Background: an optimization exercise with open tools, aiming at small area, a short achievable clock period and few clock cycles per item. Do not read the settings as production practice. The RTL was checked by simulation tests, not by an equivalence proof against the original design. Power and IR drop assume default switching activity.

Setup of P:
// DT
module DT(
        input                   clk,
        input                   reset,
        output reg              done,
        output reg              sti_rd,
        output     [9:0]        sti_addr,
        input      [15:0]       sti_di,
        output reg              res_wr,
        output reg              res_rd,
        output reg [13:0]       res_addr,
        output reg [7:0]        res_do,
        input      [7:0]        res_di
        );
For scale: about 140 flip-flops, roughly 62 I/O pins, roughly 9400 um2 of cells after synthesis.
make LEC_CHECK=0 CAP_MARGIN=20 CELL_PAD_IN_SITES_DETAIL_PLACEMENT=0 CELL_PAD_IN_SITES_GLOBAL_PLACEMENT=0 CORE_MARGIN=2 CORE_UTILIZATION=40 CTS_BUF_LIST=sky130_fd_sc_hd__clkbuf_8 CTS_CLUSTER_SIZE=16 SETUP_SLACK_MARGIN=5 SLEW_MARGIN=20 TNS_END_PERCENT=100 finish   # period 9.0 ns
run.sh (not shown) runs the stock make flow with config.mk's settings and CLKGATE_MAP_FILE= SYNTH_SCRIPT=/design/flow/synth_recipe.tcl, a recipe that flattens the netlist after the stock synthesis.
Testbench counts of P, summed over its fixed seeds: cycles 1,019,793, images 24.
## Diff of input files: Q against P
Settings: putting GPL_ROUTABILITY_DRIVEN at 0 where nothing was set; clearing CELL_PAD_IN_SITES_DETAIL_PLACEMENT, which used to be 0; putting GPL_TIMING_DRIVEN at 1 where nothing was set; clearing CELL_PAD_IN_SITES_GLOBAL_PLACEMENT, which used to be 0.
[summary]
There was hardly any difference in flip-flop and latch area between Q and P. On clock share of power: Q sits above P. P → Q: non-clock buffer count decreased by 2 relative to the old numbers; met3 track utilization from global routing went down 0.69 points. Q and P ended up with roughly the same maximum clock frequency.
Edits applied to the flow inputs when going from Q to R:
Settings: GPL_ROUTABILITY_DRIVEN no longer set, was 0; GPL_TIMING_DRIVEN no longer set, was 1.
## What came out
- Diff Q..R | multi-input gate share of the layout cell area | negligible
- The aggregate routed wire length of R was inferior to that of Q.
- R vs Q on total of fill cells in the finished design: R is the higher one.
- Q and R ended up with nearly the same upper clock frequency limit.
- Compared with Q, in R number of synthesized register bits comparable, via count comparable, cell area shows no meaningful change.
- NOTE number of signal-net buffers in the layout Q->R increased by a few percent
- Post-route total power was lower in the run labelled R.
- R vs Q: global-route usage up in R
> inputs changed (R -> S)
Settings: setting ABC_AREA to 1 for the first time.
==> comparison <==
- First-pass GRT wire length: S vs R down about 1.2%
- Between R and S, the flow reports total power divided by cell area increasing by more than 10%.
- Power group with the highest consumption: sequential cells -> R, combinational logic -> S
- Summary of S over R: count of distinct cell types in the synthesized netlist shows a reduction of 44; cell count now sits higher.
- Going from R to S, the share of the cycle needed by the critical path after routing was found to have gone up by 1.9 points.
- Area of placed instances of R is on par with S.
- Launching element of the worst setup path: q[0]$_SDFFE_PN0P_ -> S, st[1]$_SDFFE_PN0P_ -> R
- Total power of S is higher than that of R.
- Compared with R, S shows a lower number of core rows.
- Taking R over S, the non-clock buffer count ratio works out to 1.11.
- The tightest hold margin of S was superior to that of R.
The following lists how T was set up differently from S:
Settings: TNS_END_PERCENT no longer set, was 100; ABC_AREA no longer set, was 1; SETUP_SLACK_MARGIN no longer set, was 5.
Notes after the runs:
Taking S over T, the power density of the placed cells ratio works out to 1.11. Top fanout value on the critical path in T is 14 above S. Looking at area added between synthesis and finish, T sits below S. Logic depth of the worst path, buffers included delta for T relative to S: 2 lower. Routed wire length in T vs S: up 160 um. T — portion of total power attributed to the clock network 1.7 points higher, S as reference. Compared with S, T is more frugal on power. T ended with less via count than S. Clock buffer instance count of the final layout: T < S.

---

Another version of the RTL of DT (not shown whole).
Size in the first run: about 1100 cells after synthesis, ~0.011 sq mm of cells after synthesis.
==> flow/config.mk <==
export PLATFORM = sky130hd
export DESIGN_NAME = DT
export DESIGN_NICKNAME = DT
export VERILOG_FILES = /design/flow/design.v
export SDC_FILE = /design/flow/constraint.sdc
export NUM_CORES = 4
export LEC_CHECK = 0
export CAP_MARGIN = 20
export CORE_MARGIN = 2
export CORE_UTILIZATION = 40
export SETUP_SLACK_MARGIN = 5
export SLEW_MARGIN = 20
export TNS_END_PERCENT = 100
==> flow/constraint.sdc <==
create_clock -name core_clock -period 9.0 [get_ports {clk}]
set_input_delay 1.8000 -clock core_clock [delete_from_list [all_inputs] [get_ports {clk}]]
set_output_delay 1.8000 -clock core_clock [all_outputs]
set_load 0.01 [all_outputs]
Testbench counts at the start, summed over its fixed seeds: cycles 1,003,161, images 24.
Change:
SETUP_SLACK_MARGIN = default   (was 5)
TNS_END_PERCENT = default   (was 100)
Worst setup slack is worse by 0.75 ns; core utilization decreases by 0.76 points; total power decreases by 1.4%; routed wire length decreases by 1.9%; sequential share of layout area increases by 0.51 points; combinational power decreases by about 3%.
Change:
SETUP_SLACK_MARGIN = 4.5   (was default)
=> Synthesized cell count stays the same; worst hold slack hardly moves; area after synthesis stays the same; total power hardly moves; routed wire length rose slightly; register-to-register slack improves by 0.29 ns; maximum frequency rose by a few percent; setup slack improves by 0.29 ns; clock-buffer cell count is unchanged.

---

Another version of the RTL of DT (not shown whole).
Size in the first run: ~170 flip-flops, roughly 62 I/O pins, about 10000 um^2 of cells after synthesis.
clock: 9.0 ns
lec_check: 0
cap_margin: 20
core_margin: 2
core_utilization: 60
cts_buf_list: sky130_fd_sc_hd__clkbuf_8
cts_cluster_size: 16
place_density: 0.75
setup_slack_margin: 5
slew_margin: 20
tns_end_percent: 100
Testbench counts at the start, summed over its fixed seeds: cycles 1,019,793, images 24.
Rerun with:
--- a/flow/config.mk
+++ b/flow/config.mk
@@ -8,8 +8,7 @@
 export CAP_MARGIN = 20
 export CORE_MARGIN = 2
-export CORE_UTILIZATION = 60
+export CORE_UTILIZATION = 40
 export CTS_BUF_LIST = sky130_fd_sc_hd__clkbuf_8
 export CTS_CLUSTER_SIZE = 16
-export PLACE_DENSITY = 0.75
 export SETUP_SLACK_MARGIN = 5
 export SLEW_MARGIN = 20
The new run ran to the end with no violations.
Cell count came out higher by 7.9%.
Combinational power fell by 4.6%.
Wire length goes up by 5.7%.
Rerun with:
--- a/flow/config.mk
+++ b/flow/config.mk
@@ -9,6 +9,4 @@
 export CORE_MARGIN = 2
 export CORE_UTILIZATION = 40
-export CTS_BUF_LIST = sky130_fd_sc_hd__clkbuf_8
-export CTS_CLUSTER_SIZE = 16
 export SETUP_SLACK_MARGIN = 5
 export SLEW_MARGIN = 20
What happened: Setup slack got worse by 0.046 ns; global-route usage rose by 0.26 points; register-to-register slack barely changes; synthesized cell count does not change; die area stays the same; routed wire length rose by about 1.1%; total power rose by about 8%.

---

## main
DT, a different RTL version from the one above (not shown whole).
Size: roughly 1000 cells after synthesis, about 150 flip-flops, roughly 62 I/O pins.
==> flow/config.mk <==
export PLATFORM = sky130hd
export DESIGN_NAME = DT
export DESIGN_NICKNAME = DT
export VERILOG_FILES = /design/flow/design.v
export SDC_FILE = /design/flow/constraint.sdc
export NUM_CORES = 4
export LEC_CHECK = 0
export CAP_MARGIN = 20
export CORE_MARGIN = 2
export CORE_UTILIZATION = 40
export CTS_BUF_LIST = sky130_fd_sc_hd__clkbuf_8
export CTS_CLUSTER_SIZE = 16
export SETUP_SLACK_MARGIN = 5
export SLEW_MARGIN = 20
export TNS_END_PERCENT = 100
==> flow/constraint.sdc <==
create_clock -name core_clock -period 9.0 [get_ports {clk}]
set_input_delay 1.8000 -clock core_clock [delete_from_list [all_inputs] [get_ports {clk}]]
set_output_delay 1.8000 -clock core_clock [all_outputs]
set_load 0.01 [all_outputs]
Testbench counts of main, summed over its fixed seeds: cycles 1,019,793, images 24.
The following lists how the feature branch was set up differently from main:
==> flow/flow/run.sh (new file) <==
#!/bin/bash
set -euo pipefail
MARGIN=5.5
if grep -q 'SETUP_SLACK_MARGIN=' standard.sh; then
  sed -E "s/SETUP_SLACK_MARGIN=[0-9.]+/SETUP_SLACK_MARGIN=${MARGIN}/" standard.sh > standard_margin.sh
else
  sed -E "s/\"\\$\\{@:-finish\\}\"/SETUP_SLACK_MARGIN=${MARGIN} \"\${@:-finish}\"/" standard.sh > standard_margin.sh
fi
grep -q "SETUP_SLACK_MARGIN=${MARGIN}" standard_margin.sh
bash standard_margin.sh finish > layout.log 2>&1
test -s out/final.def
==> flow/standard.sh (new file) <==
#!/bin/bash
# synth_recipe.tcl (not shown) runs the flow's synth.tcl, then flattens the netlist and writes it again
# the make line also repeats each setting of config.mk as NAME=value (left out here)
make -C /OpenROAD-flow-scripts/flow DESIGN_CONFIG=/design/flow/config.mk WORK_HOME=/design/flow/orfs CLKGATE_MAP_FILE= SYNTH_SCRIPT=/design/flow/synth_recipe.tcl "${@:-finish}"
removed: flow/run.sh
==> notes.md <==
Part of the total power dissipated in the clock network, the feature branch and main, higher one = main.
In the final design statistics, the feature branch uses more standard cells in total than main.
The area added between synthesis and finish number comes out lower for main vs the feature branch.
The feature branch closes out successfully: all stages finished, all timing, DRC and antenna checks passed.
Looking at critical path's slowest cell, the sky130_fd_sc_hd__dfxtp_4 result is from the feature branch; the sky130_fd_sc_hd__dfxtp_1 one comes from main.
Share of the clock period used by the worst path: the feature branch < main

---

Setup of job 217:
The RTL this note starts from:
==> flow/design.v <==
module DT(
        input                   clk,
        input                   reset,
        output reg              done,
        output reg              sti_rd,
        output reg [9:0]        sti_addr,
        input      [15:0]       sti_di,
        output reg              res_wr,
        output reg              res_rd,
        output reg [13:0]       res_addr,
        output reg [7:0]        res_do,
        input      [7:0]        res_di
        );
        localparam S_W0 = 2'd0, S_W1 = 2'd1, S_RUN = 2'd2, S_END = 2'd3;
        reg        bwd;           
        reg [1:0]  st;
        reg [6:0]  r, ra;         
        reg [2:0]  q;             
        reg [15:0] rem;           
        reg [15:0] acur, bcur;    
        reg [1:0]  ah, bh;        
        reg        la, la_ok;     
        reg [5:0]  u0, u1, u2;    
        reg [2:0]  v;
        reg [5:0]  fo;            
        reg        fv;
        reg [1:0]  rtgt;          
        reg        pend;          
        reg [6:0]  lastp;         
        wire [15:0] di_rev;
        genvar gi;
        generate for (gi = 0; gi < 16; gi = gi + 1) begin : g_rev
                assign di_rev[gi] = sti_di[15-gi];
        end endgenerate
        wire [15:0] di_scan = bwd ? sti_di : di_rev;
        reg  [15:0] cur;
        wire [15:0] oh  = cur;
        wire        pv  = |cur;
        wire [15:0] oh2 = rem & (~rem + 16'd1);
        wire        pv2 = |rem;
        function [3:0] enc;
                input [15:0] x;
                begin
                        enc[0] = |(x & 16'hAAAA);
                        enc[1] = |(x & 16'hCCCC);
                        enc[2] = |(x & 16'hF0F0);
                        enc[3] = |(x & 16'hFF00);
                end
        endfunction
        wire [3:0]  s   = enc(oh);
        wire [3:0]  s2  = enc(oh2);
        wire [6:0]  p   = {q, s};
        wire [2:0]  qm = q - 3'd1;
        wire [2:0]  qp = q + 3'd1;
        wire [6:0]  pm1  = {oh[0]  ? qm : q, enc({oh[0], oh[15:1]})};
        wire [6:0]  pp1  = {oh[15] ? qp : q, enc({oh[14:0], oh[15]})};
        wire [6:0]  p2   = {q, s2};
        wire [6:0]  p2m1 = {oh2[0]  ? qm : q, enc({oh2[0], oh2[15:1]})};
        wire [6:0]  p2p1 = {oh2[15] ? qp : q, enc({oh2[14:0], oh2[15]})};
        wire [18:0] ea = {la, acur, ah[1], ah[0]};
        wire [17:0] eb = {bcur, bh[1], bh[0]};
        wire [15:0] t1v, lt1v;
        generate for (gi = 0; gi < 16; gi = gi + 1) begin : g_fl
                assign t1v[gi]  = ~(eb[gi+1] & ea[gi+1] & ea[gi+2] & ea[gi+3]);
                assign lt1v[gi] = ~(eb[gi] & ea[gi] & ea[gi+1] & ea[gi+2]);
        end endgenerate
        wire t1  = |(t1v & oh);
        wire lt1 = |(lt1v & oh);
        wire bg  = ~|(bcur & oh);
        wire t1b  = |(t1v & oh2);
        wire lt1b = |(lt1v & oh2);
        wire bgb  = ~|(bcur & oh2);
        wire run    = (st == S_RUN);
        wire pready = run & pv & ~(oh[15] & ~la_ok);
        wire needf = bwd & ~bg & ~t1;
        wire needu = bwd ? (needf & ~lt1) : (~t1 & ~lt1);
        wire needfb = bwd & ~bgb & ~t1b;
        wire needub = bwd ? (needfb & ~lt1b) : (~t1b & ~lt1b);
        wire [2:0] vn  = v | ({3{res_rd}} & {rtgt == 2'd2, rtgt == 2'd1, rtgt == 2'd0});
        wire       fvn = fv | (res_rd & (rtgt == 2'd3));
        wire missf  = needf & ~fvn;
        wire [2:0] missu = {3{needu}} & ~vn;
        wire compute = pready & ~res_rd & ~missf & ~(|missu);
        wire [1:0] tgta = missf ? 2'd3 : missu[0] ? 2'd0 : missu[1] ? 2'd1 : 2'd2;
        wire [6:0] rposa = (tgta == 2'd0) ? pm1 : (tgta == 2'd2) ? pp1 : p;
        wire rda = pready & (missf | (|missu));
        wire       nxc = |(rem & {oh[14:0], 1'b0});        
        wire [2:0] vsh = nxc ? {1'b0, v[2], v[1]} : 3'b000;
        wire [2:0] missub = {3{needub}} & ~vsh;
        wire [1:0] tgtb = needfb ? 2'd3 : missub[0] ? 2'd0 : missub[1] ? 2'd1 : 2'd2;
        wire [6:0] rposb = (tgtb == 2'd0) ? p2m1 : (tgtb == 2'd2) ? p2p1 : p2;
        wire rdb = pv2 & (needfb | (|missub));
        wire rd_next = compute ? rdb : rda;
        wire [1:0] tgt_next = compute ? tgtb : tgta;
        wire [6:0] rpos = compute ? rposb : rposa;
        wire [6:0] rrow = (tgt_next == 2'd3) ? r : ra;
        wire [6:0] rcol = bwd ? ~rpos : rpos;
        wire [6:0] pcol = bwd ? ~p : p;
        wire [6:0] lcol = bwd ? ~lastp : lastp;
        wire [5:0] um0 = needu ? u0 : 6'h3F;
        wire [5:0] um1 = needu ? u1 : 6'h3F;
        wire [5:0] um2 = needu ? u2 : 6'h3F;
        wire [5:0] fm1 = bwd ? fo - 6'd1 : 6'h3F;
        wire [5:0] prev = res_do[5:0];
        wire [5:0] a01 = (um0 < um1) ? um0 : um1;
        wire [5:0] a2p = (um2 < prev) ? um2 : prev;
        wire [5:0] a   = (a01 < a2p) ? a01 : a2p;
        wire [5:0] af  = (a < fm1) ? a : fm1;
        wire [5:0] m   = af + 6'd1;
        wire [5:0] val = (bwd & bg) ? 6'd0 : t1 ? 6'd1 : m;
                wire word_end = run & (compute ? ~pv2 : ~pv);
        wire row_end  = word_end & (q == 3'd7);
        wire last_row = bwd ? (r == 7'd0) : (r == 7'd126);
        wire newpend = compute | pend;
        always @(posedge clk) begin
                if (!reset) begin
                        bwd <= 1'b0;
                        st <= S_W0;
                        r <= 7'd1;
                        ra <= 7'd0;
                        q <= 3'd0;
                        rem <= 16'd0;
                        cur <= 16'd0;
                        ah <= 2'b00;
                        bh <= 2'b00;
                        la_ok <= 1'b0;
                        v <= 3'b000;
                        fv <= 1'b0;
                        pend <= 1'b0;
                        done <= 1'b0;
                        res_wr <= 1'b0;
                        res_rd <= 1'b0;
                        sti_rd <= 1'b0;
                end else begin
                        if (res_rd) begin
                                case (rtgt)
                                2'd0: u0 <= res_di[5:0];
                                2'd1: u1 <= res_di[5:0];
                                2'd2: u2 <= res_di[5:0];
                                default: fo <= res_di[5:0];
                                endcase
                        end
                        v <= vn;
                        fv <= fvn;
                        if (compute) begin
                                res_do <= {2'b00, val};
                                u0 <= u1;
                                u1 <= u2;
                                v <= (nxc | (oh[15] & ~pv2)) ? {1'b0, v[2], v[1]} : 3'b000;
                                fv <= 1'b0;
                                lastp <= p;
                                cur <= oh2;
                                rem <= rem & ~oh2;
                        end
                        res_rd <= rd_next;
                        rtgt <= tgt_next;
                        if (rd_next) begin
                                res_wr <= 1'b0;
                                res_addr <= {rrow, rcol};
                                pend <= newpend;
                        end else if (newpend) begin
                                res_wr <= 1'b1;
                                res_addr <= compute ? {r, pcol} : {r, lcol};
                                pend <= 1'b0;
                        end else begin
                                res_wr <= 1'b0;
                        end
                        sti_rd <= 1'b0;
                        case (st)
                        S_W0: begin
                                if (!sti_rd) begin
                                        sti_rd <= 1'b1;
                                        sti_addr <= {ra, bwd ? 3'd7 : 3'd0};
                                end else begin
                                        acur <= di_scan;
                                        sti_rd <= 1'b1;
                                        sti_addr <= {r, bwd ? 3'd7 : 3'd0};
                                        st <= S_W1;
                                end
                        end
                        S_W1: begin
                                bcur <= di_scan;
                                cur <= bwd ? 16'h0001 : (di_scan & (~di_scan + 16'd1));
                                rem <= bwd ? 16'hFFFE : (di_scan & (di_scan - 16'd1));
                                if (!di_scan[0]) v <= 3'b000;
                                sti_rd <= 1'b1;
                                sti_addr <= {ra, bwd ? ~(q + 3'd1) : (q + 3'd1)};
                                la_ok <= 1'b0;
                                st <= S_RUN;
                        end
                        S_RUN: begin
                                if (!la_ok) begin
                                        la <= di_scan[0];
                                        la_ok <= 1'b1;
                                end
                                if (word_end) begin
                                        la_ok <= 1'b0;
                                        ah <= acur[15:14];
                                        bh <= bcur[15:14];
                                        acur <= di_scan;
                                        if (!row_end) begin
                                                q <= q + 3'd1;
                                                sti_rd <= 1'b1;
                                                sti_addr <= {r, bwd ? ~(q + 3'd1) : (q + 3'd1)};
                                                st <= S_W1;
                                        end else begin
                                                q <= 3'd0;
                                                ah <= 2'b00;
                                                bh <= 2'b00;
                                                v <= 3'b000;
                                                if (last_row) begin
                                                        if (bwd) begin
                                                                st <= S_END;
                                                        end else begin
                                                                bwd <= 1'b1;
                                                                r <= 7'd127;
                                                                ra <= 7'd0;
                                                                sti_rd <= 1'b1;
                                                                sti_addr <= {7'd0, 3'd7};
                                                                st <= S_W0;
                                                        end
                                                end else begin
                                                        r <= bwd ? r - 7'd1 : r + 7'd1;
                                                        ra <= bwd ? r : r;
                                                        sti_rd <= 1'b1;
                                                        sti_addr <= {bwd ? r : r, bwd ? 3'd7 : 3'd0};
                                                        st <= S_W0;
                                                end
                                        end
                                end
                        end
                        S_END: begin
                                if (!newpend)
                                        done <= 1'b1;
                        end
                        endcase
                end
        end
endmodule
clock: 9.0 ns
lec_check: 0
abc_clock_period_in_ps: 3000
cap_margin: 20
core_margin: 2
core_utilization: 40
setup_slack_margin: 4.5
slew_margin: 20
Stock flow here: none of the scripts above is used.
Testbench counts of job 217, summed over its fixed seeds: cycles 992,090, images 24.
The inputs of job 4998 differ from those of job 217 as listed below.
- a deleted ABC_CLOCK_PERIOD_IN_PS that had been 3000
- a deleted SETUP_SLACK_MARGIN that had been 4.5
Findings:
From job 217 to job 4998 the numbers moved as follows: global-route usage went down by 0.85 points, relative slew slack up 13 points, worst setup slack has decreased.
Instance count after placement with tap cells included delta (job 217 -> job 4998): insignificant
Between job 217 and job 4998, area added between synthesis and finish is lower for job 4998, job 217 comes in above that.
The area of all placed cells without fillers in job 4998 is 0.933 times that in job 217.
For job 8329, these inputs were changed with respect to job 4998:
- an added ABC_CLOCK_PERIOD_IN_PS of 3000
==> comparison <==
- Re share of the cycle needed by the critical path after routing: no difference whatsoever between job 4998 and job 8329.
- There was hardly any difference in proportion of power drawn by flip-flops and latches between job 4998 and job 8329.
- Comparing job 8329 against job 4998, there is no change at all in non-clock buffer count.
- Job 4998 and job 8329 ended up with nearly the same peak per-stage delay on the critical path.
- Diff job 4998..job 8329 | starting density of the core | unchanged
- There was hardly any difference in shortest period the worst path allows between job 8329 and job 4998.
- [compare] base=job 4998 new=job 8329: clock buffer count in the final layout essentially unchanged, number of top-level design ports neither gained nor lost much.
- Diff job 4998..job 8329 | largest driver fanout on the critical path | negligible
- Job 4998 and job 8329 ended up with nearly the same via count.

## what the ideal ports hide
In the flow no input, the clock included, has a driving cell. The finished layouts below were timed again as built, in two steps.
Step 1: set_driving_cell puts a clkbuf_16 on clk and a buf_2 on each other input, an assumption about the parent block.
Step 2 moves the port delays by t, midway between the first and last clock arrival at a register: inputs arrive t later, outputs are due t later. That takes back most of the time a late clock gives input paths.
Slacks: no drivers / after step 1 / after step 2; pairs: no drivers / after step 1.
| run | t (ns) | setup WS [ns] | worst setup path at the end | worst register clock-pin slew, ns | pins driven straight from the clock port |
|---|---|---|---|---|---|
| P | 0.502 | 5.115 / 5.071 / 5.031 | input to register | 0.10 / 0.10 | 1 |
| Q | 0.498 | 5.125 / 5.080 / 5.038 | input to register | 0.10 / 0.10 | 1 |
| R | 0.502 | 5.115 / 5.071 / 5.031 | input to register | 0.10 / 0.10 | 1 |
| S | 0.485 | 4.946 / 4.904 / 4.805 | input to register | 0.09 / 0.09 | 1 |
| T | 0.498 | 4.493 / 4.450 / 4.543 | register to register | 0.10 / 0.10 | 1 |
| the first run of note 2 | 0.485 | 5.077 / 5.077 / 4.846 | input to register | 0.08 / 0.08 | 1 |
| the second run of note 2 | 0.477 | 4.330 / 4.330 / 4.330 | register to register | 0.08 / 0.08 | 1 |
| the third run of note 2 | 0.479 | 4.622 / 4.622 / 4.622 | register to register | 0.08 / 0.08 | 1 |
| the first run of note 3 | 0.524 | 5.026 / 4.986 / 5.141 | register to register | 0.10 / 0.10 | 1 |
| the second run of note 3 | 0.499 | 5.162 / 5.117 / 5.332 | register to register | 0.10 / 0.10 | 1 |
| the third run of note 3 | 0.475 | 5.116 / 5.068 / 5.336 | register to register | 0.07 / 0.07 | 1 |
| main | 0.497 | 5.248 / 5.248 / 4.947 | input to register | 0.10 / 0.10 | 1 |
| the feature branch | 0.506 | 5.591 / 5.549 / 5.324 | input to register | 0.10 / 0.10 | 1 |
| job 217 | 0.480 | 1.985 / 1.985 / 1.985 | register to register | 0.08 / 0.08 | 1 |
| job 4998 | 0.478 | 0.864 / 0.864 / 0.864 | register to register | 0.07 / 0.07 | 1 |
| job 8329 | 0.478 | 0.864 / 0.864 / 0.864 | register to register | 0.07 / 0.07 | 1 |
After both steps setup and hold are still met in every run listed. For main, which loses most, drivers alone change the setup slack by 0.000 ns; drivers and shift together by -0.301 ns.
